What follows belongs to an exercise in optimizing a design on an open flow for small area; a production flow would make more cautious choices.
In this exercise RTL edits were held to simulation tests only and were not proved equivalent to the original.

==> flow/design.v, too long to show whole: its modules and the start of the top module <==
// module PE_R0: 264 lines
// module PE_R1: 264 lines
// module PE_R2: 264 lines
// module PE_R3: 264 lines
// module FA: 4 lines
// module HA: 4 lines
// module AN2: 3 lines
// module ND2: 3 lines
// module NR2: 3 lines
// module OR2: 3 lines
// module XOR2: 3 lines
// module XNR2: 3 lines
// module INV: 3 lines
// module AOI21: 3 lines
// module OAI21: 3 lines
// module MUXI: 3 lines
// module MUXN: 3 lines
// module MUXM: 3 lines
// module Mesh: 92 lines
module Mesh(
  input         clock,
  input  [7:0]  io_in_a_0_0,
  input  [7:0]  io_in_a_1_0,
  input  [7:0]  io_in_a_2_0,
  input  [7:0]  io_in_a_3_0,
  input  [7:0]  io_in_d_0_0,
  input  [7:0]  io_in_d_1_0,
  input  [7:0]  io_in_d_2_0,
  input  [7:0]  io_in_d_3_0,
  input  [15:0] io_in_b_0_0,
  input  [15:0] io_in_b_1_0,
  input  [15:0] io_in_b_2_0,
  input  [15:0] io_in_b_3_0,
  input         io_in_control_0_0_propagate,
  input         io_in_control_1_0_propagate,
  input         io_in_control_2_0_propagate,
  input         io_in_control_3_0_propagate,
  output [15:0] io_out_c_0_0,
  output [15:0] io_out_c_1_0,
  output [15:0] io_out_c_2_0,
  output [15:0] io_out_c_3_0
);
  // ...
==> flow/flow/run.sh <==
#!/bin/bash
# Layout with the standard flow (standard synthesis unchanged), with two
# changes: the port buffers are the smallest buffer cell, and clock tree
# synthesis inserts no dummy load cells.
set -euo pipefail
CTS="-sink_clustering_enable -repair_clock_nets -sink_clustering_size 16 -sink_clustering_max_diameter 120 -buf_list sky130_fd_sc_hd__clkbuf_8 -dont_use_dummy_load"
bash standard.sh \
  "BUFFER_PORTS_ARGS=-buffer_cell sky130_fd_sc_hd__buf_1" \
  "CTS_ARGS=$CTS" \
  finish > flow.log 2>&1
==> flow/standard.sh <==
#!/bin/bash
# synth_recipe.tcl (not shown) runs the flow's synth.tcl, then flattens the netlist and writes it again
# the make line also repeats each setting of config.mk as NAME=value (left out here)
make -C /OpenROAD-flow-scripts/flow DESIGN_CONFIG=/design/flow/config.mk WORK_HOME=/design/flow/orfs CLKGATE_MAP_FILE= SYNTH_SCRIPT=/design/flow/synth_recipe.tcl "${@:-finish}"
==> flow/config.mk <==
export PLATFORM = sky130hd
export DESIGN_NAME = Mesh
export DESIGN_NICKNAME = Mesh
export VERILOG_FILES = /design/flow/design.v
export SDC_FILE = /design/flow/constraint.sdc
export NUM_CORES = 4
export LEC_CHECK = 0
export CAP_MARGIN = 20
export CORE_MARGIN = 2
export CORE_UTILIZATION = 40
export GPL_TIMING_DRIVEN = 0
export PLACE_DENSITY = 0.6
export SLEW_MARGIN = 20
export SYNTH_HIERARCHICAL = 1
==> flow/constraint.sdc <==
create_clock -name core_clock -period 5.2 [get_ports {clock}]
set_input_delay 1.0400 -clock core_clock [delete_from_list [all_inputs] [get_ports {clock}]]
set_output_delay 1.0400 -clock core_clock [all_outputs]
set_load 0.01 [all_outputs]
==> reports/qor.csv, run 1 <==
stage,metric,value,unit
worst_setup_path,crit path to,row[0].col[1].pe.u.sh[15],
grt,busiest grt layer,met2,
synth,mapped cell area,0.0552,mm²
routing,Top Metal Used,met4,
cells_and_area,multi-input gates,3348,
grt,GRT met2 Usage,27.7,%
grt,met3 Usage GRT,2.52,%
cells_and_area,# clk buffers,79,
outcome,status,no timing/DRC/antenna violations,
worst_setup_path,FF-to-FF End,row[0].col[1].pe.u.sh[15],
sta,fin crit share,95.7,%
grt,Global Route Usage Sum,17.5,%
cells_and_area,layout cells sized above 1,5.74,%
routing,Routed Wire Length,119,mm
sta,worst slew pin tran,1.12,ns
cells_and_area,"commonest non-fill, non-tap cell in the layout",dfxtp_1,
synth,Synth Area in Compound Gates,7.44,%
worst_setup_path,worst reg2reg path startpoint,row[0].col[1].b_r[2],
cells_and_area,Reg area,0.0223,mm²
worst_setup_path,critical-path maximum fanout,9,
worst_setup_path,Worst setup SP type,flip-flop,
grt,via count of the first global-routing pass,35800,
synth,top-area cell type share of the netlist area,40.1,%
worst_setup_path,Critical Path RT,5.83,ns
clock_network,CTS tree,done,
==> run 2, diff against run 1 <==
--- a/flow/design.v
+++ b/flow/design.v
@@ -18,18 +18,17 @@
   wire n81, n82, n83, n84, n85, n86, n87, n88, n89, n90, n91, n92, n93, n94, n95, n96;
   wire n97, n98, n99, n100, n101, n102, n103, n104, n105, n106, n107, n108, n109, n110, n111, n112;
   wire n113, n114, n115, n116, n117, n118, n119, n120, n121, n122, n123, n124, n125, n126, n127, n128;
   wire n129, n130, n131, n132, n133, n134, n135, n136, n137, n138, n139, n140, n141, n142, n143, n144;
   wire n145, n146, n147, n148, n149, n150, n151, n152, n153, n154, n155, n156, n157, n158, n159, n160;
   wire n161, n162, n163, n164, n165, n166, n167, n168, n169, n170, n171, n172, n173, n174, n175, n176;
   wire n177, n178, n179, n180, n181, n182, n183, n184, n185, n186, n187, n188, n189, n190, n191, n192;
   wire n193, n194, n195, n196, n197, n198, n199, n200, n201, n202, n203, n204, n205, n206, n207, n208;
-  wire n209, n210, n211, n212, n213, n214, n215, n216, n217, n218, n219, n220, n221, n222, n223, n224;
-  wire n225;
+  wire n209, n210, n211, n212, n213, n214, n215, n216, n217, n218, n219, n220, n221, n222;
   ND2 u1 (.a(a[0]), .b(b[0]), .y(n1));
   ND2 u2 (.a(a[0]), .b(b[1]), .y(n2));
   ND2 u3 (.a(a[0]), .b(b[2]), .y(n3));
   ND2 u4 (.a(a[0]), .b(b[3]), .y(n4));
   ND2 u5 (.a(a[0]), .b(b[4]), .y(n5));
   ND2 u6 (.a(a[0]), .b(b[5]), .y(n6));
   ND2 u7 (.a(a[0]), .b(b[6]), .y(n7));
   AN2 u8 (.a(a[0]), .b(b[7]), .y(n8));
@@ -153,112 +152,109 @@
   FA u126 (.x(acc[13]), .y(n56), .z(n63), .s(n180), .c(n181));
   FA u127 (.x(n173), .y(n180), .z(n175), .s(n182), .c(n183));
   FA u128 (.x(n182), .y(n177), .z(n179), .s(n184), .c(n185));
   FA u129 (.x(acc[14]), .y(n64), .z(n181), .s(n186), .c(n187));
   XNR2 u130 (.a(n186), .b(n183), .y(n188));
   OR2 u131 (.a(n186), .b(n183), .y(n189));
   XOR2 u132 (.a(acc[15]), .b(n187), .y(n191));
   XOR2 u133 (.a(n191), .b(n189), .y(n190));
-  OR2 u134 (.a(acc[0]), .b(n1), .y(n192));
-  OR2 u135 (.a(n66), .b(n192), .y(n193));
-  OR2 u136 (.a(n70), .b(n193), .y(n194));
-  OR2 u137 (.a(n76), .b(n194), .y(n195));
-  OR2 u138 (.a(n84), .b(n195), .y(n196));
-  OR2 u139 (.a(n94), .b(n196), .y(n197));
-  OR2 u140 (.a(n106), .b(n197), .y(n198));
+  NR2 u134 (.a(acc[0]), .b(n1), .y(n192));
+  NAND2B u135 (.an(n66), .b(n192), .y(n193));
+  NR2 u136 (.a(n70), .b(n193), .y(n194));
+  NAND2B u137 (.an(n76), .b(n194), .y(n195));
+  NR2 u138 (.a(n84), .b(n195), .y(n196));
+  NAND2B u139 (.an(n94), .b(n196), .y(n197));
+  NR2 u140 (.a(n106), .b(n197), .y(n198));
   XOR2 u141 (.a(n120), .b(n107), .y(n199));
   NR2 u142 (.a(n120), .b(n107), .y(n200));
   XOR2 u143 (.a(n148), .b(n135), .y(n201));
-  NR2 u144 (.a(n148), .b(n135), .y(n202));
-  XOR2 u145 (.a(n170), .b(n161), .y(n203));
+  OR2 u144 (.a(n148), .b(n135), .y(n202));
+  XNR2 u145 (.a(n170), .b(n161), .y(n203));
   NR2 u146 (.a(n170), .b(n161), .y(n204));
   XOR2 u147 (.a(n188), .b(n185), .y(n205));
   NR2 u148 (.a(n188), .b(n185), .y(n206));
-  INV u149 (.a(n198), .y(n207));
-  AOI21 u150 (.a1(n199), .a2(n207), .b1(n200), .y(n208));
-  NR2 u151 (.a(n134), .b(n208), .y(n209));
-  INV u152 (.a(n134), .y(n210));
-  ND2 u153 (.a(n201), .b(n210), .y(n211));
-  INV u154 (.a(n202), .y(n212));
-  OAI21 u155 (.a1(n211), .a2(n208), .b1(n212), .y(n213));
-  INV u156 (.a(n160), .y(n214));
-  ND2 u157 (.a(n214), .b(n213), .y(n215));
-  ND2 u158 (.a(n203), .b(n214), .y(n216));
-  INV u159 (.a(n216), .y(n217));
-  AOI21 u160 (.a1(n217), .a2(n213), .b1(n204), .y(n218));
-  NR2 u161 (.a(n178), .b(n218), .y(n219));
-  NR2 u162 (.a(n184), .b(n178), .y(n220));
-  ND2 u163 (.a(n220), .b(n204), .y(n221));
-  ND2 u164 (.a(n220), .b(n217), .y(n222));
-  INV u165 (.a(n213), .y(n223));
-  OAI21 u166 (.a1(n222), .a2(n223), .b1(n221), .y(n224));
-  AOI21 u167 (.a1(n205), .a2(n224), .b1(n206), .y(n225));
+  AOI21 u149 (.a1(n199), .a2(n198), .b1(n200), .y(n207));
+  NR2 u150 (.a(n134), .b(n207), .y(n208));
+  INV u151 (.a(n134), .y(n209));
+  ND2 u152 (.a(n201), .b(n209), .y(n210));
+  OAI21 u153 (.a1(n210), .a2(n207), .b1(n202), .y(n211));
+  INV u154 (.a(n160), .y(n212));
+  ND2 u155 (.a(n212), .b(n211), .y(n213));
+  NR2 u156 (.a(n203), .b(n160), .y(n214));
+  AOI21 u157 (.a1(n214), .a2(n211), .b1(n204), .y(n215));
+  NR2 u158 (.a(n178), .b(n215), .y(n216));
+  NR2 u159 (.a(n184), .b(n178), .y(n217));
+  ND2 u160 (.a(n217), .b(n204), .y(n218));
+  ND2 u161 (.a(n217), .b(n214), .y(n219));
+  INV u162 (.a(n211), .y(n220));
+  OAI21 u163 (.a1(n219), .a2(n220), .b1(n218), .y(n221));
+  AOI21 u164 (.a1(n205), .a2(n221), .b1(n206), .y(n222));
   wire sx0_T;
   XOR2 ux0_T (.a(acc[0]), .b(n1), .y(sx0_T));
   MUXI ma0 (.s(keep), .sn(keep_n), .x1(sx0_T), .x0(d[0]), .y(acc_d[0]));
   MUXI ms0 (.s(keep), .sn(keep_n), .x1(d[0]), .x0(sx0_T), .y(sh_d[0]));
   wire sx1_T;
-  XOR2 ux1_T (.a(n66), .b(n192), .y(sx1_T));
+  XNR2 ux1_T (.a(n66), .b(n192), .y(sx1_T));
   MUXI ma1 (.s(keep), .sn(keep_n), .x1(sx1_T), .x0(d[1]), .y(acc_d[1]));
   MUXI ms1 (.s(keep), .sn(keep_n), .x1(d[1]), .x0(sx1_T), .y(sh_d[1]));
   wire sx2_T;
   XOR2 ux2_T (.a(n70), .b(n193), .y(sx2_T));
   MUXI ma2 (.s(keep), .sn(keep_n), .x1(sx2_T), .x0(d[2]), .y(acc_d[2]));
   MUXI ms2 (.s(keep), .sn(keep_n), .x1(d[2]), .x0(sx2_T), .y(sh_d[2]));
   wire sx3_T;
-  XOR2 ux3_T (.a(n76), .b(n194), .y(sx3_T));
+  XNR2 ux3_T (.a(n76), .b(n194), .y(sx3_T));
   MUXI ma3 (.s(keep), .sn(keep_n), .x1(sx3_T), .x0(d[3]), .y(acc_d[3]));
   MUXI ms3 (.s(keep), .sn(keep_n), .x1(d[3]), .x0(sx3_T), .y(sh_d[3]));
   wire sx4_T;
   XOR2 ux4_T (.a(n84), .b(n195), .y(sx4_T));
   MUXI ma4 (.s(keep), .sn(keep_n), .x1(sx4_T), .x0(d[4]), .y(acc_d[4]));
   MUXI ms4 (.s(keep), .sn(keep_n), .x1(d[4]), .x0(sx4_T), .y(sh_d[4]));
   wire sx5_T;
-  XOR2 ux5_T (.a(n94), .b(n196), .y(sx5_T));
+  XNR2 ux5_T (.a(n94), .b(n196), .y(sx5_T));
   MUXI ma5 (.s(keep), .sn(keep_n), .x1(sx5_T), .x0(d[5]), .y(acc_d[5]));
   MUXI ms5 (.s(keep), .sn(keep_n), .x1(d[5]), .x0(sx5_T), .y(sh_d[5]));
   wire sx6_T;
   XOR2 ux6_T (.a(n106), .b(n197), .y(sx6_T));
   MUXI ma6 (.s(keep), .sn(keep_n), .x1(sx6_T), .x0(d[6]), .y(acc_d[6]));
   MUXI ms6 (.s(keep), .sn(keep_n), .x1(d[6]), .x0(sx6_T), .y(sh_d[6]));
   wire sx7_T;
-  XNR2 ux7_T (.a(n199), .b(n198), .y(sx7_T));
+  XOR2 ux7_T (.a(n199), .b(n198), .y(sx7_T));
   MUXI ma7 (.s(keep), .sn(keep_n), .x1(sx7_T), .x0(d[7]), .y(acc_d[7]));
   MUXI ms7 (.s(keep), .sn(keep_n), .x1(d[7]), .x0(sx7_T), .y(sh_d[7]));
   wire sx8_T;
-  XOR2 ux8_T (.a(n134), .b(n208), .y(sx8_T));
+  XOR2 ux8_T (.a(n134), .b(n207), .y(sx8_T));
   MUXI ma8 (.s(keep), .sn(keep_n), .x1(sx8_T), .x0(d[8]), .y(acc_d[8]));
   MUXI ms8 (.s(keep), .sn(keep_n), .x1(d[8]), .x0(sx8_T), .y(sh_d[8]));
   wire sx9_T;
-  XOR2 ux9_T (.a(n201), .b(n209), .y(sx9_T));
+  XOR2 ux9_T (.a(n201), .b(n208), .y(sx9_T));
   MUXI ma9 (.s(keep), .sn(keep_n), .x1(sx9_T), .x0(d[9]), .y(acc_d[9]));
   MUXI ms9 (.s(keep), .sn(keep_n), .x1(d[9]), .x0(sx9_T), .y(sh_d[9]));
   wire sx10_T;
-  XNR2 ux10_T (.a(n160), .b(n213), .y(sx10_T));
+  XNR2 ux10_T (.a(n160), .b(n211), .y(sx10_T));
   MUXI ma10 (.s(keep), .sn(keep_n), .x1(sx10_T), .x0(d[10]), .y(acc_d[10]));
   MUXI ms10 (.s(keep), .sn(keep_n), .x1(d[10]), .x0(sx10_T), .y(sh_d[10]));
   wire sx11_T;
-  XNR2 ux11_T (.a(n203), .b(n215), .y(sx11_T));
+  XOR2 ux11_T (.a(n203), .b(n213), .y(sx11_T));
   MUXI ma11 (.s(keep), .sn(keep_n), .x1(sx11_T), .x0(d[11]), .y(acc_d[11]));
   MUXI ms11 (.s(keep), .sn(keep_n), .x1(d[11]), .x0(sx11_T), .y(sh_d[11]));
   wire sx12_T;
-  XOR2 ux12_T (.a(n178), .b(n218), .y(sx12_T));
+  XOR2 ux12_T (.a(n178), .b(n215), .y(sx12_T));
   MUXI ma12 (.s(keep), .sn(keep_n), .x1(sx12_T), .x0(d[12]), .y(acc_d[12]));
   MUXI ms12 (.s(keep), .sn(keep_n), .x1(d[12]), .x0(sx12_T), .y(sh_d[12]));
   wire sx13_T;
-  XNR2 ux13_T (.a(n184), .b(n219), .y(sx13_T));
+  XNR2 ux13_T (.a(n184), .b(n216), .y(sx13_T));
   MUXI ma13 (.s(keep), .sn(keep_n), .x1(sx13_T), .x0(d[13]), .y(acc_d[13]));
   MUXI ms13 (.s(keep), .sn(keep_n), .x1(d[13]), .x0(sx13_T), .y(sh_d[13]));
   wire sx14_T;
-  XOR2 ux14_T (.a(n205), .b(n224), .y(sx14_T));
+  XOR2 ux14_T (.a(n205), .b(n221), .y(sx14_T));
   MUXI ma14 (.s(keep), .sn(keep_n), .x1(sx14_T), .x0(d[14]), .y(acc_d[14]));
   MUXI ms14 (.s(keep), .sn(keep_n), .x1(d[14]), .x0(sx14_T), .y(sh_d[14]));
   wire sx15_T;
-  XNR2 ux15_T (.a(n190), .b(n225), .y(sx15_T));
+  XNR2 ux15_T (.a(n190), .b(n222), .y(sx15_T));
   MUXI ma15 (.s(keep), .sn(keep_n), .x1(sx15_T), .x0(d[15]), .y(acc_d[15]));
   MUXI ms15 (.s(keep), .sn(keep_n), .x1(d[15]), .x0(sx15_T), .y(sh_d[15]));
   always @(posedge clock) begin
     acc <= acc_d;
     sh  <= sh_d;
   end
   assign c_out = sh;
 endmodule
@@ -282,18 +278,17 @@
   wire n81, n82, n83, n84, n85, n86, n87, n88, n89, n90, n91, n92, n93, n94, n95, n96;
   wire n97, n98, n99, n100, n101, n102, n103, n104, n105, n106, n107, n108, n109, n110, n111, n112;
   wire n113, n114, n115, n116, n117, n118, n119, n120, n121, n122, n123, n124, n125, n126, n127, n128;
   wire n129, n130, n131, n132, n133, n134, n135, n136, n137, n138, n139, n140, n141, n142, n143, n144;
   wire n145, n146, n147, n148, n149, n150, n151, n152, n153, n154, n155, n156, n157, n158, n159, n160;
   wire n161, n162, n163, n164, n165, n166, n167, n168, n169, n170, n171, n172, n173, n174, n175, n176;
   wire n177, n178, n179, n180, n181, n182, n183, n184, n185, n186, n187, n188, n189, n190, n191, n192;
   wire n193, n194, n195, n196, n197, n198, n199, n200, n201, n202, n203, n204, n205, n206, n207, n208;
-  wire n209, n210, n211, n212, n213, n214, n215, n216, n217, n218, n219, n220, n221, n222, n223, n224;
-  wire n225;
+  wire n209, n210, n211, n212, n213, n214, n215, n216, n217, n218, n219, n220, n221, n222;
   ND2 u1 (.a(a[0]), .b(b[0]), .y(n1));
   ND2 u2 (.a(a[0]), .b(b[1]), .y(n2));
   ND2 u3 (.a(a[0]), .b(b[2]), .y(n3));
   ND2 u4 (.a(a[0]), .b(b[3]), .y(n4));
   ND2 u5 (.a(a[0]), .b(b[4]), .y(n5));
   ND2 u6 (.a(a[0]), .b(b[5]), .y(n6));
   ND2 u7 (.a(a[0]), .b(b[6]), .y(n7));
   AN2 u8 (.a(a[0]), .b(b[7]), .y(n8));
@@ -417,112 +412,109 @@
   FA u126 (.x(acc[13]), .y(n56), .z(n63), .s(n180), .c(n181));
   FA u127 (.x(n173), .y(n180), .z(n175), .s(n182), .c(n183));
   FA u128 (.x(n182), .y(n177), .z(n179), .s(n184), .c(n185));
   FA u129 (.x(acc[14]), .y(n64), .z(n181), .s(n186), .c(n187));
   XNR2 u130 (.a(n186), .b(n183), .y(n188));
   OR2 u131 (.a(n186), .b(n183), .y(n189));
   XOR2 u132 (.a(acc[15]), .b(n187), .y(n191));
   XOR2 u133 (.a(n191), .b(n189), .y(n190));
-  OR2 u134 (.a(acc[0]), .b(n1), .y(n192));
-  OR2 u135 (.a(n66), .b(n192), .y(n193));
-  OR2 u136 (.a(n70), .b(n193), .y(n194));
-  OR2 u137 (.a(n76), .b(n194), .y(n195));
-  OR2 u138 (.a(n84), .b(n195), .y(n196));
-  OR2 u139 (.a(n94), .b(n196), .y(n197));
-  OR2 u140 (.a(n106), .b(n197), .y(n198));
+  NR2 u134 (.a(acc[0]), .b(n1), .y(n192));
+  NAND2B u135 (.an(n66), .b(n192), .y(n193));
+  NR2 u136 (.a(n70), .b(n193), .y(n194));
+  NAND2B u137 (.an(n76), .b(n194), .y(n195));
+  NR2 u138 (.a(n84), .b(n195), .y(n196));
+  NAND2B u139 (.an(n94), .b(n196), .y(n197));
+  NR2 u140 (.a(n106), .b(n197), .y(n198));
   XOR2 u141 (.a(n120), .b(n107), .y(n199));
   NR2 u142 (.a(n120), .b(n107), .y(n200));
   XOR2 u143 (.a(n148), .b(n135), .y(n201));
-  NR2 u144 (.a(n148), .b(n135), .y(n202));
-  XOR2 u145 (.a(n170), .b(n161), .y(n203));
+  OR2 u144 (.a(n148), .b(n135), .y(n202));
+  XNR2 u145 (.a(n170), .b(n161), .y(n203));
   NR2 u146 (.a(n170), .b(n161), .y(n204));
   XOR2 u147 (.a(n188), .b(n185), .y(n205));
   NR2 u148 (.a(n188), .b(n185), .y(n206));
-  INV u149 (.a(n198), .y(n207));
-  AOI21 u150 (.a1(n199), .a2(n207), .b1(n200), .y(n208));
-  NR2 u151 (.a(n134), .b(n208), .y(n209));
-  INV u152 (.a(n134), .y(n210));
-  ND2 u153 (.a(n201), .b(n210), .y(n211));
-  INV u154 (.a(n202), .y(n212));
-  OAI21 u155 (.a1(n211), .a2(n208), .b1(n212), .y(n213));
-  INV u156 (.a(n160), .y(n214));
-  ND2 u157 (.a(n214), .b(n213), .y(n215));
-  ND2 u158 (.a(n203), .b(n214), .y(n216));
-  INV u159 (.a(n216), .y(n217));
-  AOI21 u160 (.a1(n217), .a2(n213), .b1(n204), .y(n218));
-  NR2 u161 (.a(n178), .b(n218), .y(n219));
-  NR2 u162 (.a(n184), .b(n178), .y(n220));
-  ND2 u163 (.a(n220), .b(n204), .y(n221));
-  ND2 u164 (.a(n220), .b(n217), .y(n222));
-  INV u165 (.a(n213), .y(n223));
-  OAI21 u166 (.a1(n222), .a2(n223), .b1(n221), .y(n224));
-  AOI21 u167 (.a1(n205), .a2(n224), .b1(n206), .y(n225));
+  AOI21 u149 (.a1(n199), .a2(n198), .b1(n200), .y(n207));
+  NR2 u150 (.a(n134), .b(n207), .y(n208));
+  INV u151 (.a(n134), .y(n209));
+  ND2 u152 (.a(n201), .b(n209), .y(n210));
+  OAI21 u153 (.a1(n210), .a2(n207), .b1(n202), .y(n211));
+  INV u154 (.a(n160), .y(n212));
+  ND2 u155 (.a(n212), .b(n211), .y(n213));
+  NR2 u156 (.a(n203), .b(n160), .y(n214));
+  AOI21 u157 (.a1(n214), .a2(n211), .b1(n204), .y(n215));
+  NR2 u158 (.a(n178), .b(n215), .y(n216));
+  NR2 u159 (.a(n184), .b(n178), .y(n217));
+  ND2 u160 (.a(n217), .b(n204), .y(n218));
+  ND2 u161 (.a(n217), .b(n214), .y(n219));
+  INV u162 (.a(n211), .y(n220));
+  OAI21 u163 (.a1(n219), .a2(n220), .b1(n218), .y(n221));
+  AOI21 u164 (.a1(n205), .a2(n221), .b1(n206), .y(n222));
   wire sx0_N;
   XNR2 ux0_N (.a(acc[0]), .b(n1), .y(sx0_N));
   MUXN ma0 (.s(keep), .sn(keep_n), .x1(sx0_N), .x0(d[0]), .y(acc_d[0]));
   MUXI ms0 (.s(keep), .sn(keep_n), .x1(d[0]), .x0(sx0_N), .y(sh_d[0]));
   wire sx1_N;
-  XNR2 ux1_N (.a(n66), .b(n192), .y(sx1_N));
+  XOR2 ux1_N (.a(n66), .b(n192), .y(sx1_N));
   MUXN ma1 (.s(keep), .sn(keep_n), .x1(sx1_N), .x0(d[1]), .y(acc_d[1]));
   MUXI ms1 (.s(keep), .sn(keep_n), .x1(d[1]), .x0(sx1_N), .y(sh_d[1]));
   wire sx2_N;
   XNR2 ux2_N (.a(n70), .b(n193), .y(sx2_N));
   MUXN ma2 (.s(keep), .sn(keep_n), .x1(sx2_N), .x0(d[2]), .y(acc_d[2]));
   MUXI ms2 (.s(keep), .sn(keep_n), .x1(d[2]), .x0(sx2_N), .y(sh_d[2]));
   wire sx3_N;
-  XNR2 ux3_N (.a(n76), .b(n194), .y(sx3_N));
+  XOR2 ux3_N (.a(n76), .b(n194), .y(sx3_N));
   MUXN ma3 (.s(keep), .sn(keep_n), .x1(sx3_N), .x0(d[3]), .y(acc_d[3]));
   MUXI ms3 (.s(keep), .sn(keep_n), .x1(d[3]), .x0(sx3_N), .y(sh_d[3]));
   wire sx4_N;
   XNR2 ux4_N (.a(n84), .b(n195), .y(sx4_N));
   MUXN ma4 (.s(keep), .sn(keep_n), .x1(sx4_N), .x0(d[4]), .y(acc_d[4]));
   MUXI ms4 (.s(keep), .sn(keep_n), .x1(d[4]), .x0(sx4_N), .y(sh_d[4]));
   wire sx5_N;
-  XNR2 ux5_N (.a(n94), .b(n196), .y(sx5_N));
+  XOR2 ux5_N (.a(n94), .b(n196), .y(sx5_N));
   MUXN ma5 (.s(keep), .sn(keep_n), .x1(sx5_N), .x0(d[5]), .y(acc_d[5]));
   MUXI ms5 (.s(keep), .sn(keep_n), .x1(d[5]), .x0(sx5_N), .y(sh_d[5]));
   wire sx6_N;
   XNR2 ux6_N (.a(n106), .b(n197), .y(sx6_N));
   MUXN ma6 (.s(keep), .sn(keep_n), .x1(sx6_N), .x0(d[6]), .y(acc_d[6]));
   MUXI ms6 (.s(keep), .sn(keep_n), .x1(d[6]), .x0(sx6_N), .y(sh_d[6]));
   wire sx7_N;
-  XOR2 ux7_N (.a(n199), .b(n198), .y(sx7_N));
+  XNR2 ux7_N (.a(n199), .b(n198), .y(sx7_N));
   MUXN ma7 (.s(keep), .sn(keep_n), .x1(sx7_N), .x0(d[7]), .y(acc_d[7]));
   MUXI ms7 (.s(keep), .sn(keep_n), .x1(d[7]), .x0(sx7_N), .y(sh_d[7]));
   wire sx8_N;
-  XNR2 ux8_N (.a(n134), .b(n208), .y(sx8_N));
+  XNR2 ux8_N (.a(n134), .b(n207), .y(sx8_N));
   MUXN ma8 (.s(keep), .sn(keep_n), .x1(sx8_N), .x0(d[8]), .y(acc_d[8]));
   MUXI ms8 (.s(keep), .sn(keep_n), .x1(d[8]), .x0(sx8_N), .y(sh_d[8]));
   wire sx9_N;
-  XNR2 ux9_N (.a(n201), .b(n209), .y(sx9_N));
+  XNR2 ux9_N (.a(n201), .b(n208), .y(sx9_N));
   MUXN ma9 (.s(keep), .sn(keep_n), .x1(sx9_N), .x0(d[9]), .y(acc_d[9]));
   MUXI ms9 (.s(keep), .sn(keep_n), .x1(d[9]), .x0(sx9_N), .y(sh_d[9]));
   wire sx10_N;
-  XOR2 ux10_N (.a(n160), .b(n213), .y(sx10_N));
+  XOR2 ux10_N (.a(n160), .b(n211), .y(sx10_N));
   MUXN ma10 (.s(keep), .sn(keep_n), .x1(sx10_N), .x0(d[10]), .y(acc_d[10]));
   MUXI ms10 (.s(keep), .sn(keep_n), .x1(d[10]), .x0(sx10_N), .y(sh_d[10]));
   wire sx11_N;
-  XOR2 ux11_N (.a(n203), .b(n215), .y(sx11_N));
+  XNR2 ux11_N (.a(n203), .b(n213), .y(sx11_N));
   MUXN ma11 (.s(keep), .sn(keep_n), .x1(sx11_N), .x0(d[11]), .y(acc_d[11]));
   MUXI ms11 (.s(keep), .sn(keep_n), .x1(d[11]), .x0(sx11_N), .y(sh_d[11]));
   wire sx12_N;
-  XNR2 ux12_N (.a(n178), .b(n218), .y(sx12_N));
+  XNR2 ux12_N (.a(n178), .b(n215), .y(sx12_N));
   MUXN ma12 (.s(keep), .sn(keep_n), .x1(sx12_N), .x0(d[12]), .y(acc_d[12]));
   MUXI ms12 (.s(keep), .sn(keep_n), .x1(d[12]), .x0(sx12_N), .y(sh_d[12]));
   wire sx13_N;
-  XOR2 ux13_N (.a(n184), .b(n219), .y(sx13_N));
+  XOR2 ux13_N (.a(n184), .b(n216), .y(sx13_N));
   MUXN ma13 (.s(keep), .sn(keep_n), .x1(sx13_N), .x0(d[13]), .y(acc_d[13]));
   MUXI ms13 (.s(keep), .sn(keep_n), .x1(d[13]), .x0(sx13_N), .y(sh_d[13]));
   wire sx14_N;
-  XNR2 ux14_N (.a(n205), .b(n224), .y(sx14_N));
+  XNR2 ux14_N (.a(n205), .b(n221), .y(sx14_N));
   MUXN ma14 (.s(keep), .sn(keep_n), .x1(sx14_N), .x0(d[14]), .y(acc_d[14]));
   MUXI ms14 (.s(keep), .sn(keep_n), .x1(d[14]), .x0(sx14_N), .y(sh_d[14]));
   wire sx15_N;
-  XOR2 ux15_N (.a(n190), .b(n225), .y(sx15_N));
+  XOR2 ux15_N (.a(n190), .b(n222), .y(sx15_N));
   MUXN ma15 (.s(keep), .sn(keep_n), .x1(sx15_N), .x0(d[15]), .y(acc_d[15]));
   MUXI ms15 (.s(keep), .sn(keep_n), .x1(d[15]), .x0(sx15_N), .y(sh_d[15]));
   always @(posedge clock) begin
     acc <= acc_d;
     sh  <= sh_d;
   end
   assign c_out = sh;
 endmodule
@@ -546,18 +538,17 @@
   wire n81, n82, n83, n84, n85, n86, n87, n88, n89, n90, n91, n92, n93, n94, n95, n96;
   wire n97, n98, n99, n100, n101, n102, n103, n104, n105, n106, n107, n108, n109, n110, n111, n112;
   wire n113, n114, n115, n116, n117, n118, n119, n120, n121, n122, n123, n124, n125, n126, n127, n128;
   wire n129, n130, n131, n132, n133, n134, n135, n136, n137, n138, n139, n140, n141, n142, n143, n144;
   wire n145, n146, n147, n148, n149, n150, n151, n152, n153, n154, n155, n156, n157, n158, n159, n160;
   wire n161, n162, n163, n164, n165, n166, n167, n168, n169, n170, n171, n172, n173, n174, n175, n176;
   wire n177, n178, n179, n180, n181, n182, n183, n184, n185, n186, n187, n188, n189, n190, n191, n192;
   wire n193, n194, n195, n196, n197, n198, n199, n200, n201, n202, n203, n204, n205, n206, n207, n208;
-  wire n209, n210, n211, n212, n213, n214, n215, n216, n217, n218, n219, n220, n221, n222, n223, n224;
-  wire n225;
+  wire n209, n210, n211, n212, n213, n214, n215, n216, n217, n218, n219, n220, n221, n222;
   ND2 u1 (.a(a[0]), .b(b[0]), .y(n1));
   ND2 u2 (.a(a[0]), .b(b[1]), .y(n2));
   ND2 u3 (.a(a[0]), .b(b[2]), .y(n3));
   ND2 u4 (.a(a[0]), .b(b[3]), .y(n4));
   ND2 u5 (.a(a[0]), .b(b[4]), .y(n5));
   ND2 u6 (.a(a[0]), .b(b[5]), .y(n6));
   ND2 u7 (.a(a[0]), .b(b[6]), .y(n7));
   AN2 u8 (.a(a[0]), .b(b[7]), .y(n8));
@@ -681,112 +672,109 @@
   FA u126 (.x(acc[13]), .y(n56), .z(n63), .s(n180), .c(n181));
   FA u127 (.x(n173), .y(n180), .z(n175), .s(n182), .c(n183));
   FA u128 (.x(n182), .y(n177), .z(n179), .s(n184), .c(n185));
   FA u129 (.x(acc[14]), .y(n64), .z(n181), .s(n186), .c(n187));
   XNR2 u130 (.a(n186), .b(n183), .y(n188));
   OR2 u131 (.a(n186), .b(n183), .y(n189));
   XOR2 u132 (.a(acc[15]), .b(n187), .y(n191));
   XOR2 u133 (.a(n191), .b(n189), .y(n190));
-  OR2 u134 (.a(acc[0]), .b(n1), .y(n192));
-  OR2 u135 (.a(n66), .b(n192), .y(n193));
-  OR2 u136 (.a(n70), .b(n193), .y(n194));
-  OR2 u137 (.a(n76), .b(n194), .y(n195));
-  OR2 u138 (.a(n84), .b(n195), .y(n196));
-  OR2 u139 (.a(n94), .b(n196), .y(n197));
-  OR2 u140 (.a(n106), .b(n197), .y(n198));
+  NR2 u134 (.a(acc[0]), .b(n1), .y(n192));
+  NAND2B u135 (.an(n66), .b(n192), .y(n193));
+  NR2 u136 (.a(n70), .b(n193), .y(n194));
+  NAND2B u137 (.an(n76), .b(n194), .y(n195));
+  NR2 u138 (.a(n84), .b(n195), .y(n196));
+  NAND2B u139 (.an(n94), .b(n196), .y(n197));
+  NR2 u140 (.a(n106), .b(n197), .y(n198));
   XOR2 u141 (.a(n120), .b(n107), .y(n199));
   NR2 u142 (.a(n120), .b(n107), .y(n200));
   XOR2 u143 (.a(n148), .b(n135), .y(n201));
-  NR2 u144 (.a(n148), .b(n135), .y(n202));
-  XOR2 u145 (.a(n170), .b(n161), .y(n203));
+  OR2 u144 (.a(n148), .b(n135), .y(n202));
+  XNR2 u145 (.a(n170), .b(n161), .y(n203));
   NR2 u146 (.a(n170), .b(n161), .y(n204));
   XOR2 u147 (.a(n188), .b(n185), .y(n205));
   NR2 u148 (.a(n188), .b(n185), .y(n206));
-  INV u149 (.a(n198), .y(n207));
-  AOI21 u150 (.a1(n199), .a2(n207), .b1(n200), .y(n208));
-  NR2 u151 (.a(n134), .b(n208), .y(n209));
-  INV u152 (.a(n134), .y(n210));
-  ND2 u153 (.a(n201), .b(n210), .y(n211));
-  INV u154 (.a(n202), .y(n212));
-  OAI21 u155 (.a1(n211), .a2(n208), .b1(n212), .y(n213));
-  INV u156 (.a(n160), .y(n214));
-  ND2 u157 (.a(n214), .b(n213), .y(n215));
-  ND2 u158 (.a(n203), .b(n214), .y(n216));
-  INV u159 (.a(n216), .y(n217));
-  AOI21 u160 (.a1(n217), .a2(n213), .b1(n204), .y(n218));
-  NR2 u161 (.a(n178), .b(n218), .y(n219));
-  NR2 u162 (.a(n184), .b(n178), .y(n220));
-  ND2 u163 (.a(n220), .b(n204), .y(n221));
-  ND2 u164 (.a(n220), .b(n217), .y(n222));
-  INV u165 (.a(n213), .y(n223));
-  OAI21 u166 (.a1(n222), .a2(n223), .b1(n221), .y(n224));
-  AOI21 u167 (.a1(n205), .a2(n224), .b1(n206), .y(n225));
+  AOI21 u149 (.a1(n199), .a2(n198), .b1(n200), .y(n207));
+  NR2 u150 (.a(n134), .b(n207), .y(n208));
+  INV u151 (.a(n134), .y(n209));
+  ND2 u152 (.a(n201), .b(n209), .y(n210));
+  OAI21 u153 (.a1(n210), .a2(n207), .b1(n202), .y(n211));
+  INV u154 (.a(n160), .y(n212));
+  ND2 u155 (.a(n212), .b(n211), .y(n213));
+  NR2 u156 (.a(n203), .b(n160), .y(n214));
+  AOI21 u157 (.a1(n214), .a2(n211), .b1(n204), .y(n215));
+  NR2 u158 (.a(n178), .b(n215), .y(n216));
+  NR2 u159 (.a(n184), .b(n178), .y(n217));
+  ND2 u160 (.a(n217), .b(n204), .y(n218));
+  ND2 u161 (.a(n217), .b(n214), .y(n219));
+  INV u162 (.a(n211), .y(n220));
+  OAI21 u163 (.a1(n219), .a2(n220), .b1(n218), .y(n221));
+  AOI21 u164 (.a1(n205), .a2(n221), .b1(n206), .y(n222));
   wire sx0_T;
   XOR2 ux0_T (.a(acc[0]), .b(n1), .y(sx0_T));
   MUXI ma0 (.s(keep), .sn(keep_n), .x1(sx0_T), .x0(d[0]), .y(acc_d[0]));
   MUXI ms0 (.s(keep), .sn(keep_n), .x1(d[0]), .x0(sx0_T), .y(sh_d[0]));
   wire sx1_T;
-  XOR2 ux1_T (.a(n66), .b(n192), .y(sx1_T));
+  XNR2 ux1_T (.a(n66), .b(n192), .y(sx1_T));
   MUXI ma1 (.s(keep), .sn(keep_n), .x1(sx1_T), .x0(d[1]), .y(acc_d[1]));
   MUXI ms1 (.s(keep), .sn(keep_n), .x1(d[1]), .x0(sx1_T), .y(sh_d[1]));
   wire sx2_T;
   XOR2 ux2_T (.a(n70), .b(n193), .y(sx2_T));
   MUXI ma2 (.s(keep), .sn(keep_n), .x1(sx2_T), .x0(d[2]), .y(acc_d[2]));
   MUXI ms2 (.s(keep), .sn(keep_n), .x1(d[2]), .x0(sx2_T), .y(sh_d[2]));
   wire sx3_T;
-  XOR2 ux3_T (.a(n76), .b(n194), .y(sx3_T));
+  XNR2 ux3_T (.a(n76), .b(n194), .y(sx3_T));
   MUXI ma3 (.s(keep), .sn(keep_n), .x1(sx3_T), .x0(d[3]), .y(acc_d[3]));
   MUXI ms3 (.s(keep), .sn(keep_n), .x1(d[3]), .x0(sx3_T), .y(sh_d[3]));
   wire sx4_T;
   XOR2 ux4_T (.a(n84), .b(n195), .y(sx4_T));
   MUXI ma4 (.s(keep), .sn(keep_n), .x1(sx4_T), .x0(d[4]), .y(acc_d[4]));
   MUXI ms4 (.s(keep), .sn(keep_n), .x1(d[4]), .x0(sx4_T), .y(sh_d[4]));
   wire sx5_T;
-  XOR2 ux5_T (.a(n94), .b(n196), .y(sx5_T));
+  XNR2 ux5_T (.a(n94), .b(n196), .y(sx5_T));
   MUXI ma5 (.s(keep), .sn(keep_n), .x1(sx5_T), .x0(d[5]), .y(acc_d[5]));
   MUXI ms5 (.s(keep), .sn(keep_n), .x1(d[5]), .x0(sx5_T), .y(sh_d[5]));
   wire sx6_T;
   XOR2 ux6_T (.a(n106), .b(n197), .y(sx6_T));
   MUXI ma6 (.s(keep), .sn(keep_n), .x1(sx6_T), .x0(d[6]), .y(acc_d[6]));
   MUXI ms6 (.s(keep), .sn(keep_n), .x1(d[6]), .x0(sx6_T), .y(sh_d[6]));
   wire sx7_T;
-  XNR2 ux7_T (.a(n199), .b(n198), .y(sx7_T));
+  XOR2 ux7_T (.a(n199), .b(n198), .y(sx7_T));
   MUXI ma7 (.s(keep), .sn(keep_n), .x1(sx7_T), .x0(d[7]), .y(acc_d[7]));
   MUXI ms7 (.s(keep), .sn(keep_n), .x1(d[7]), .x0(sx7_T), .y(sh_d[7]));
   wire sx8_T;
-  XOR2 ux8_T (.a(n134), .b(n208), .y(sx8_T));
+  XOR2 ux8_T (.a(n134), .b(n207), .y(sx8_T));
   MUXI ma8 (.s(keep), .sn(keep_n), .x1(sx8_T), .x0(d[8]), .y(acc_d[8]));
   MUXI ms8 (.s(keep), .sn(keep_n), .x1(d[8]), .x0(sx8_T), .y(sh_d[8]));
   wire sx9_T;
-  XOR2 ux9_T (.a(n201), .b(n209), .y(sx9_T));
+  XOR2 ux9_T (.a(n201), .b(n208), .y(sx9_T));
   MUXI ma9 (.s(keep), .sn(keep_n), .x1(sx9_T), .x0(d[9]), .y(acc_d[9]));
   MUXI ms9 (.s(keep), .sn(keep_n), .x1(d[9]), .x0(sx9_T), .y(sh_d[9]));
   wire sx10_T;
-  XNR2 ux10_T (.a(n160), .b(n213), .y(sx10_T));
+  XNR2 ux10_T (.a(n160), .b(n211), .y(sx10_T));
   MUXI ma10 (.s(keep), .sn(keep_n), .x1(sx10_T), .x0(d[10]), .y(acc_d[10]));
   MUXI ms10 (.s(keep), .sn(keep_n), .x1(d[10]), .x0(sx10_T), .y(sh_d[10]));
   wire sx11_T;
-  XNR2 ux11_T (.a(n203), .b(n215), .y(sx11_T));
+  XOR2 ux11_T (.a(n203), .b(n213), .y(sx11_T));
   MUXI ma11 (.s(keep), .sn(keep_n), .x1(sx11_T), .x0(d[11]), .y(acc_d[11]));
   MUXI ms11 (.s(keep), .sn(keep_n), .x1(d[11]), .x0(sx11_T), .y(sh_d[11]));
   wire sx12_T;
-  XOR2 ux12_T (.a(n178), .b(n218), .y(sx12_T));
+  XOR2 ux12_T (.a(n178), .b(n215), .y(sx12_T));
   MUXI ma12 (.s(keep), .sn(keep_n), .x1(sx12_T), .x0(d[12]), .y(acc_d[12]));
   MUXI ms12 (.s(keep), .sn(keep_n), .x1(d[12]), .x0(sx12_T), .y(sh_d[12]));
   wire sx13_T;
-  XNR2 ux13_T (.a(n184), .b(n219), .y(sx13_T));
+  XNR2 ux13_T (.a(n184), .b(n216), .y(sx13_T));
   MUXI ma13 (.s(keep), .sn(keep_n), .x1(sx13_T), .x0(d[13]), .y(acc_d[13]));
   MUXI ms13 (.s(keep), .sn(keep_n), .x1(d[13]), .x0(sx13_T), .y(sh_d[13]));
   wire sx14_T;
-  XOR2 ux14_T (.a(n205), .b(n224), .y(sx14_T));
+  XOR2 ux14_T (.a(n205), .b(n221), .y(sx14_T));
   MUXI ma14 (.s(keep), .sn(keep_n), .x1(sx14_T), .x0(d[14]), .y(acc_d[14]));
   MUXI ms14 (.s(keep), .sn(keep_n), .x1(d[14]), .x0(sx14_T), .y(sh_d[14]));
   wire sx15_T;
-  XNR2 ux15_T (.a(n190), .b(n225), .y(sx15_T));
+  XNR2 ux15_T (.a(n190), .b(n222), .y(sx15_T));
   MUXI ma15 (.s(keep), .sn(keep_n), .x1(sx15_T), .x0(d[15]), .y(acc_d[15]));
   MUXI ms15 (.s(keep), .sn(keep_n), .x1(d[15]), .x0(sx15_T), .y(sh_d[15]));
   always @(posedge clock) begin
     acc <= acc_d;
     sh  <= sh_d;
   end
   assign c_out = sh;
 endmodule
@@ -810,18 +798,17 @@
   wire n81, n82, n83, n84, n85, n86, n87, n88, n89, n90, n91, n92, n93, n94, n95, n96;
   wire n97, n98, n99, n100, n101, n102, n103, n104, n105, n106, n107, n108, n109, n110, n111, n112;
   wire n113, n114, n115, n116, n117, n118, n119, n120, n121, n122, n123, n124, n125, n126, n127, n128;
   wire n129, n130, n131, n132, n133, n134, n135, n136, n137, n138, n139, n140, n141, n142, n143, n144;
   wire n145, n146, n147, n148, n149, n150, n151, n152, n153, n154, n155, n156, n157, n158, n159, n160;
   wire n161, n162, n163, n164, n165, n166, n167, n168, n169, n170, n171, n172, n173, n174, n175, n176;
   wire n177, n178, n179, n180, n181, n182, n183, n184, n185, n186, n187, n188, n189, n190, n191, n192;
   wire n193, n194, n195, n196, n197, n198, n199, n200, n201, n202, n203, n204, n205, n206, n207, n208;
-  wire n209, n210, n211, n212, n213, n214, n215, n216, n217, n218, n219, n220, n221, n222, n223, n224;
-  wire n225;
+  wire n209, n210, n211, n212, n213, n214, n215, n216, n217, n218, n219, n220, n221, n222;
   ND2 u1 (.a(a[0]), .b(b[0]), .y(n1));
   ND2 u2 (.a(a[0]), .b(b[1]), .y(n2));
   ND2 u3 (.a(a[0]), .b(b[2]), .y(n3));
   ND2 u4 (.a(a[0]), .b(b[3]), .y(n4));
   ND2 u5 (.a(a[0]), .b(b[4]), .y(n5));
   ND2 u6 (.a(a[0]), .b(b[5]), .y(n6));
   ND2 u7 (.a(a[0]), .b(b[6]), .y(n7));
   AN2 u8 (.a(a[0]), .b(b[7]), .y(n8));
@@ -945,112 +932,109 @@
   FA u126 (.x(acc[13]), .y(n56), .z(n63), .s(n180), .c(n181));
   FA u127 (.x(n173), .y(n180), .z(n175), .s(n182), .c(n183));
   FA u128 (.x(n182), .y(n177), .z(n179), .s(n184), .c(n185));
   FA u129 (.x(acc[14]), .y(n64), .z(n181), .s(n186), .c(n187));
   XNR2 u130 (.a(n186), .b(n183), .y(n188));
   OR2 u131 (.a(n186), .b(n183), .y(n189));
   XOR2 u132 (.a(acc[15]), .b(n187), .y(n191));
   XOR2 u133 (.a(n191), .b(n189), .y(n190));
-  OR2 u134 (.a(acc[0]), .b(n1), .y(n192));
-  OR2 u135 (.a(n66), .b(n192), .y(n193));
-  OR2 u136 (.a(n70), .b(n193), .y(n194));
-  OR2 u137 (.a(n76), .b(n194), .y(n195));
-  OR2 u138 (.a(n84), .b(n195), .y(n196));
-  OR2 u139 (.a(n94), .b(n196), .y(n197));
-  OR2 u140 (.a(n106), .b(n197), .y(n198));
+  NR2 u134 (.a(acc[0]), .b(n1), .y(n192));
+  NAND2B u135 (.an(n66), .b(n192), .y(n193));
+  NR2 u136 (.a(n70), .b(n193), .y(n194));
+  NAND2B u137 (.an(n76), .b(n194), .y(n195));
+  NR2 u138 (.a(n84), .b(n195), .y(n196));
+  NAND2B u139 (.an(n94), .b(n196), .y(n197));
+  NR2 u140 (.a(n106), .b(n197), .y(n198));
   XOR2 u141 (.a(n120), .b(n107), .y(n199));
   NR2 u142 (.a(n120), .b(n107), .y(n200));
   XOR2 u143 (.a(n148), .b(n135), .y(n201));
-  NR2 u144 (.a(n148), .b(n135), .y(n202));
-  XOR2 u145 (.a(n170), .b(n161), .y(n203));
+  OR2 u144 (.a(n148), .b(n135), .y(n202));
+  XNR2 u145 (.a(n170), .b(n161), .y(n203));
   NR2 u146 (.a(n170), .b(n161), .y(n204));
   XOR2 u147 (.a(n188), .b(n185), .y(n205));
   NR2 u148 (.a(n188), .b(n185), .y(n206));
-  INV u149 (.a(n198), .y(n207));
-  AOI21 u150 (.a1(n199), .a2(n207), .b1(n200), .y(n208));
-  NR2 u151 (.a(n134), .b(n208), .y(n209));
-  INV u152 (.a(n134), .y(n210));
-  ND2 u153 (.a(n201), .b(n210), .y(n211));
-  INV u154 (.a(n202), .y(n212));
-  OAI21 u155 (.a1(n211), .a2(n208), .b1(n212), .y(n213));
-  INV u156 (.a(n160), .y(n214));
-  ND2 u157 (.a(n214), .b(n213), .y(n215));
-  ND2 u158 (.a(n203), .b(n214), .y(n216));
-  INV u159 (.a(n216), .y(n217));
-  AOI21 u160 (.a1(n217), .a2(n213), .b1(n204), .y(n218));
-  NR2 u161 (.a(n178), .b(n218), .y(n219));
-  NR2 u162 (.a(n184), .b(n178), .y(n220));
-  ND2 u163 (.a(n220), .b(n204), .y(n221));
-  ND2 u164 (.a(n220), .b(n217), .y(n222));
-  INV u165 (.a(n213), .y(n223));
-  OAI21 u166 (.a1(n222), .a2(n223), .b1(n221), .y(n224));
-  AOI21 u167 (.a1(n205), .a2(n224), .b1(n206), .y(n225));
+  AOI21 u149 (.a1(n199), .a2(n198), .b1(n200), .y(n207));
+  NR2 u150 (.a(n134), .b(n207), .y(n208));
+  INV u151 (.a(n134), .y(n209));
+  ND2 u152 (.a(n201), .b(n209), .y(n210));
+  OAI21 u153 (.a1(n210), .a2(n207), .b1(n202), .y(n211));
+  INV u154 (.a(n160), .y(n212));
+  ND2 u155 (.a(n212), .b(n211), .y(n213));
+  NR2 u156 (.a(n203), .b(n160), .y(n214));
+  AOI21 u157 (.a1(n214), .a2(n211), .b1(n204), .y(n215));
+  NR2 u158 (.a(n178), .b(n215), .y(n216));
+  NR2 u159 (.a(n184), .b(n178), .y(n217));
+  ND2 u160 (.a(n217), .b(n204), .y(n218));
+  ND2 u161 (.a(n217), .b(n214), .y(n219));
+  INV u162 (.a(n211), .y(n220));
+  OAI21 u163 (.a1(n219), .a2(n220), .b1(n218), .y(n221));
+  AOI21 u164 (.a1(n205), .a2(n221), .b1(n206), .y(n222));
   wire sx0_N;
   XNR2 ux0_N (.a(acc[0]), .b(n1), .y(sx0_N));
   MUXN ma0 (.s(keep), .sn(keep_n), .x1(sx0_N), .x0(d[0]), .y(acc_d[0]));
   MUXI ms0 (.s(keep), .sn(keep_n), .x1(d[0]), .x0(sx0_N), .y(sh_d[0]));
   wire sx1_N;
-  XNR2 ux1_N (.a(n66), .b(n192), .y(sx1_N));
+  XOR2 ux1_N (.a(n66), .b(n192), .y(sx1_N));
   MUXN ma1 (.s(keep), .sn(keep_n), .x1(sx1_N), .x0(d[1]), .y(acc_d[1]));
   MUXI ms1 (.s(keep), .sn(keep_n), .x1(d[1]), .x0(sx1_N), .y(sh_d[1]));
   wire sx2_N;
   XNR2 ux2_N (.a(n70), .b(n193), .y(sx2_N));
   MUXN ma2 (.s(keep), .sn(keep_n), .x1(sx2_N), .x0(d[2]), .y(acc_d[2]));
   MUXI ms2 (.s(keep), .sn(keep_n), .x1(d[2]), .x0(sx2_N), .y(sh_d[2]));
   wire sx3_N;
-  XNR2 ux3_N (.a(n76), .b(n194), .y(sx3_N));
+  XOR2 ux3_N (.a(n76), .b(n194), .y(sx3_N));
   MUXN ma3 (.s(keep), .sn(keep_n), .x1(sx3_N), .x0(d[3]), .y(acc_d[3]));
   MUXI ms3 (.s(keep), .sn(keep_n), .x1(d[3]), .x0(sx3_N), .y(sh_d[3]));
   wire sx4_N;
   XNR2 ux4_N (.a(n84), .b(n195), .y(sx4_N));
   MUXN ma4 (.s(keep), .sn(keep_n), .x1(sx4_N), .x0(d[4]), .y(acc_d[4]));
   MUXI ms4 (.s(keep), .sn(keep_n), .x1(d[4]), .x0(sx4_N), .y(sh_d[4]));
   wire sx5_N;
-  XNR2 ux5_N (.a(n94), .b(n196), .y(sx5_N));
+  XOR2 ux5_N (.a(n94), .b(n196), .y(sx5_N));
   MUXN ma5 (.s(keep), .sn(keep_n), .x1(sx5_N), .x0(d[5]), .y(acc_d[5]));
   MUXI ms5 (.s(keep), .sn(keep_n), .x1(d[5]), .x0(sx5_N), .y(sh_d[5]));
   wire sx6_N;
   XNR2 ux6_N (.a(n106), .b(n197), .y(sx6_N));
   MUXN ma6 (.s(keep), .sn(keep_n), .x1(sx6_N), .x0(d[6]), .y(acc_d[6]));
   MUXI ms6 (.s(keep), .sn(keep_n), .x1(d[6]), .x0(sx6_N), .y(sh_d[6]));
   wire sx7_N;
-  XOR2 ux7_N (.a(n199), .b(n198), .y(sx7_N));
+  XNR2 ux7_N (.a(n199), .b(n198), .y(sx7_N));
   MUXN ma7 (.s(keep), .sn(keep_n), .x1(sx7_N), .x0(d[7]), .y(acc_d[7]));
   MUXI ms7 (.s(keep), .sn(keep_n), .x1(d[7]), .x0(sx7_N), .y(sh_d[7]));
   wire sx8_N;
-  XNR2 ux8_N (.a(n134), .b(n208), .y(sx8_N));
+  XNR2 ux8_N (.a(n134), .b(n207), .y(sx8_N));
   MUXN ma8 (.s(keep), .sn(keep_n), .x1(sx8_N), .x0(d[8]), .y(acc_d[8]));
   MUXI ms8 (.s(keep), .sn(keep_n), .x1(d[8]), .x0(sx8_N), .y(sh_d[8]));
   wire sx9_N;
-  XNR2 ux9_N (.a(n201), .b(n209), .y(sx9_N));
+  XNR2 ux9_N (.a(n201), .b(n208), .y(sx9_N));
   MUXN ma9 (.s(keep), .sn(keep_n), .x1(sx9_N), .x0(d[9]), .y(acc_d[9]));
   MUXI ms9 (.s(keep), .sn(keep_n), .x1(d[9]), .x0(sx9_N), .y(sh_d[9]));
   wire sx10_N;
-  XOR2 ux10_N (.a(n160), .b(n213), .y(sx10_N));
+  XOR2 ux10_N (.a(n160), .b(n211), .y(sx10_N));
   MUXN ma10 (.s(keep), .sn(keep_n), .x1(sx10_N), .x0(d[10]), .y(acc_d[10]));
   MUXI ms10 (.s(keep), .sn(keep_n), .x1(d[10]), .x0(sx10_N), .y(sh_d[10]));
   wire sx11_N;
-  XOR2 ux11_N (.a(n203), .b(n215), .y(sx11_N));
+  XNR2 ux11_N (.a(n203), .b(n213), .y(sx11_N));
   MUXN ma11 (.s(keep), .sn(keep_n), .x1(sx11_N), .x0(d[11]), .y(acc_d[11]));
   MUXI ms11 (.s(keep), .sn(keep_n), .x1(d[11]), .x0(sx11_N), .y(sh_d[11]));
   wire sx12_N;
-  XNR2 ux12_N (.a(n178), .b(n218), .y(sx12_N));
+  XNR2 ux12_N (.a(n178), .b(n215), .y(sx12_N));
   MUXN ma12 (.s(keep), .sn(keep_n), .x1(sx12_N), .x0(d[12]), .y(acc_d[12]));
   MUXI ms12 (.s(keep), .sn(keep_n), .x1(d[12]), .x0(sx12_N), .y(sh_d[12]));
   wire sx13_N;
-  XOR2 ux13_N (.a(n184), .b(n219), .y(sx13_N));
+  XOR2 ux13_N (.a(n184), .b(n216), .y(sx13_N));
   MUXN ma13 (.s(keep), .sn(keep_n), .x1(sx13_N), .x0(d[13]), .y(acc_d[13]));
   MUXI ms13 (.s(keep), .sn(keep_n), .x1(d[13]), .x0(sx13_N), .y(sh_d[13]));
   wire sx14_N;
-  XNR2 ux14_N (.a(n205), .b(n224), .y(sx14_N));
+  XNR2 ux14_N (.a(n205), .b(n221), .y(sx14_N));
   MUXN ma14 (.s(keep), .sn(keep_n), .x1(sx14_N), .x0(d[14]), .y(acc_d[14]));
   MUXI ms14 (.s(keep), .sn(keep_n), .x1(d[14]), .x0(sx14_N), .y(sh_d[14]));
   wire sx15_N;
-  XOR2 ux15_N (.a(n190), .b(n225), .y(sx15_N));
+  XOR2 ux15_N (.a(n190), .b(n222), .y(sx15_N));
   MUXN ma15 (.s(keep), .sn(keep_n), .x1(sx15_N), .x0(d[15]), .y(acc_d[15]));
   MUXI ms15 (.s(keep), .sn(keep_n), .x1(d[15]), .x0(sx15_N), .y(sh_d[15]));
   always @(posedge clock) begin
     acc <= acc_d;
     sh  <= sh_d;
   end
   assign c_out = sh;
 endmodule
@@ -1078,16 +1062,19 @@
   assign y = a ^ b;
 endmodule
 module XNR2(input a, input b, output y);
   assign y = ~(a ^ b);
 endmodule
 module INV(input a, output y);
   assign y = ~a;
 endmodule
+module NAND2B(input an, input b, output y);
+  assign y = ~(~an & b);
+endmodule
 module AOI21(input a1, input a2, input b1, output y);
   assign y = ~((a1 & a2) | b1);
 endmodule
 module OAI21(input a1, input a2, input b1, output y);
   assign y = ~((a1 | a2) & b1);
 endmodule
 module MUXI(input s, input sn, input x1, input x0, output y);
   assign y = ~((sn | x1) & (s | x0));
==> flow/config.mk (replaced) <==
export PLATFORM = sky130hd
export DESIGN_NAME = Mesh
export DESIGN_NICKNAME = Mesh
export VERILOG_FILES = /design/flow/design.v
export SDC_FILE = /design/flow/constraint.sdc
export NUM_CORES = 4
export LEC_CHECK = 0
export CAP_MARGIN = 20
export CORE_MARGIN = 2
export CORE_UTILIZATION = 55
export GPL_TIMING_DRIVEN = 0
export PLACE_DENSITY = 0.7
export SLEW_MARGIN = 20
export SYNTH_HIERARCHICAL = 1
==> reports/qor.csv, run 2 <==
stage,metric,value,unit,change
synth,post-synthesis mux area share,0,%,
floorplanning,Die Ht,320,µm,
worst_setup_path,Setup CP Type,flip-flop to flip-flop,,
grt,first-pass GRT wire length,187,mm,
grt,largest net degree at the start of global routing,35,,
synth,syn avg cell area,12.1,µm²,
clock_network,Longest Clk Path Bufs,3,,
floorplanning,Die ar.,0.102,mm²,
synth,cell taking the most area after synthesis,dfxtp_1,,
sta,min Tclk post-route,4.99,ns,
clock_network,CTS Hold Bufs,0,,
grt,global route overflow,0,,
cells_and_area,"Most flops, register",row.col.d_r,,
sta,Fmax,200,MHz,
synth,Post-Synth Simple-Gate Area,11.2,%,
sta,skew final,0.0771,ns,
min_path,worst hold path class,flip-flop to flip-flop,,
synth,sequential element share of the synthesized area,40.3,%,
worst_setup_path,CP dominant cell by count,fa_1,,
synth,mapped cell area,0.0549,mm²,-0.54%
clock_network,CTS tree,done,,
worst_setup_path,max incr delay on CP,0.58,ns,
floorplanning,initial core utilization,55.7,%,
cells_and_area,max FFs per register,256,,
cells_and_area,layout cells sized above 1,5.73,%,about the same
grt,via count of the first global-routing pass,35200,,-1.6%
synth,Synth Area in Compound Gates,7.48,%,+0.041 points
routing,number of routed nets with antenna violations,0,,
synth,Synth Area in Adders,33.9,%,
synth,Synthesized Nets,5577,,
run,MaxCap Viol Count,0,,
floorplanning,total core area,0.0986,mm²,
synth,fraction of registers with async set/reset,0,%,
worst_setup_path,Worst setup SP type,flip-flop,,
clock_network,worst skew pair latency,0.76,ns,
worst_setup_path,crit path capture type,flip-flop,,
sta,Slew Limit Fails,0,,
grt,Global Route Usage Sum,22.9,%,+5.4 points
sta,fin crit share,96.0,%,+0.30 points
routing,Routed Wire Length,113,mm,-5.3%
cells_and_area,final design utilization,59.5,%,
cells_and_area,nets,5859,,
sta,slew margin rel.,29.1,%,
routing,DR vias,33200,,
place,gpl congestion,0.850,,
sta,"Hold Vio Cnt, Final",0,,
synth,most frequent cell after synthesis,dfxtp_1,,
floorplanning,I/O pin count,197,,
routing,routed vias/inst,5.46,,
worst_setup_path,critical-path maximum fanout,9,,unchanged
clock_network,"CTS clk-pin slew, worst paths",0.13,ns,
routing,DRT iter0 DRCs,2118,,
floorplanning,Cell Rows,115,,
outcome,status,no timing/DRC/antenna violations,,
synth,Syn. warnings,11,,
synth,"EDFF count, synth",0,,
cells_and_area,"commonest non-fill, non-tap cell in the layout",dfxtp_1,,
grt,initial antenna violation count,1,,
worst_setup_path,Critical Path RT,5.82,ns,about the same
clock_network,H-tree depth,3,,
synth,Post-synth top cells,"1,104 x dfxtp_1, 928 x fa_1, 880 x nand2_1, 384 x o22ai_1, 224 x and2_1",,
clock_network,CTS Buf Count,78,,
worst_setup_path,Crit-path slowest cell,dfxtp_1,,
place,# port buffers,196,,
cells_and_area,most frequent cells in the layout,"993 x dfxtp_1, 928 x fa_1, 880 x nand2_1",,
sta,worst hold margin,0.301,ns,
worst_setup_path,CP cell instances,"and2_1, fa_1, fa_1, fa_1, fa_1, or2_1, fa_1, fa_1, nor2_1, nand2_1, o21ai_2, a21oi_2, xor2_1, o22ai_1",,
sta,setup violators final,0,,
synth,top-area cell type share of the netlist area,40.3,%,+0.22 points
synth,main combinational cell family by area after synthesis,adder cells,,
cells_and_area,fill count,7939,,
cells_and_area,area delta synth->final,6.92,%,
floorplanning,die width,320,µm,
synth,synth unique cells,14,,
synth,XOR/XNOR Fraction of Synth Area,6.70,%,
clock_network,Post-CTS Setup Inserts,0,,
worst_setup_path,CP arrival,5.62,ns,
place,post-detail-place hpwl,85.8,mm,
routing,drt drc,0,,
synth,post-synthesis register bit count,1104,,
clock_network,total clock sinks,1104,,
routing,DR pass1 iterations,7,,
synth,post-synthesis cell count,4516,,
clock_network,clk root buf,clkbuf_8,,
routing,WL/cell,18.6,µm,
synth,Synth area leaders,"dfxtp_1 40%, fa_1 34%, nand2_1 6.0%, o22ai_1 4.4%, xnor2_1 3.4%",,
synth,top_reg_cell synth,dfxtp_1,,
sta,worst slew pin tran,1.06,ns,-0.0610 ns
==> run 2: final cells by class <==
class,count,area [µm²],share of cell area [%]
Multi-Input combinational cell,3348,32700,55.7
Clock buffer,78,1070,1.83
Sequential cell,1104,22200,37.9
Tap cell,1287,1610,2.74
Timing Repair Buffer,202,811,1.38
Antenna cell,1,2.50,0.00427
Inverter,64,240,0.410
==> run 2: logic make-up (layout without fill, tap and decap cells) <==
logic type | count (synthesis) | after routing
adder cells (fa/ha/maj) | 928 | 928
XOR/XNOR | 420 | 420
other | 0 | 1
buffers and inverters | 64 | 344
AND/OR/NAND/NOR | 1408 | 1408
AO/OA/AOI/OAI | 592 | 592
flip-flops | 1104 | 1104
==> run 2: routing by layer <==
layer | global-route usage (%) | share of wire [%]
met2 | 35.6 | 46
met1 | 33.9 | 46
met5 | 0 | 0
met4 | 5.86 | 1.9
met3 | 3.13 | 5.3
==> run 2: path summary, 6_finish.rpt <==
check,start,endpoint,slack (ns),depth (start not counted)
setup / recovery,row[3].col[2].a_r[2],row[3].col[2].genblk3.genblk1.pe.u.sh[15],0.21,14
hold / removal,row[2].col[1].genblk3.genblk1.pe.u.sh[7],row[3].col[1].d_r[7],0.30,0
setup reg to reg,row[3].col[2].a_r[2],row[3].col[2].genblk3.genblk1.pe.u.sh[15],0.21,14
hold reg to reg,row[2].col[1].genblk3.genblk1.pe.u.sh[7],row[3].col[1].d_r[7],0.30,0
==> run 2: modules after synthesis (local to each module, per instance), a selection <==
module	times used	area (µm²)	cells
INV	64	3.75	1
XOR2	208	8.76	1
FA	928	20.0	1
ND2	880	3.75	1
OAI21	32	5.00	1
PE_R1	4	641	32
PE_R0	4	641	32
PE_R3	4	641	32
Mesh	1	11900	592
==> run 2: worst max-delay path: cells and delay by family (launching register included) <==
kind	cells	cell delay [ns]
flip-flops	1	0.58
XOR/XNOR	1	0.18
AO/OA/AOI/OAI	3	0.62
AND/OR/NAND/NOR	4	0.74
adder cells (fa/ha/maj)	6	2.75
==> run 2: repair_timing <==
| action | 4_1_cts | 5_1_grt |
|---|---|---|
| cloned | 0 | 0 |
| gates resized for setup | 20 | 111 |
| endpoints found under the setup margin | 15 | 78 |
==> run 2: stage by stage <==
step | instance area [µm²] | setup TNS, ns | instances | worst slack, ns
after floorplan | 54900 | 0 | 4516 | 0.568
after global placement | 57200 | -0.0947 | 5999 | -0.0544
after detailed placement | 57300 | -0.185 | 6004 | -0.0506
after CTS | 58400 | 0 | 6082 | 0.00809
after global routing | 58700 | -0.00558 | 6084 | -0.00558
final | 58700 | 0 | 6084 | 0.207

## static timing again, ports no longer ideal
The results above use ideal ports. As a check the final layouts listed here were re-extracted and re-timed, cells and wires unchanged.
Step 1 assumes that a clkbuf_16 drives the clock port and a buf_2 every other input.
Step 2, shift: input delay + t, output delay - t, t = (earliest + latest rising clock arrival at the registers) / 2. This alone moves slack from input paths to output paths.
Three values: no drivers, after step 1, after step 2; two values: the first two.
| run | t (ns) | setup WS [ns] | worst setup path at the end | worst slew at a driven data input, ns | cell pins on the clock port's net |
|---|---|---|---|---|---|
| run 1 | 0.842 | 0.223 / 0.223 / 0.223 | register to register | 0.07 | 1 |
| run 2 | 0.786 | 0.207 / 0.207 / 0.207 | register to register | 0.05 | 1 |
After both steps setup and hold are still met in every run listed.
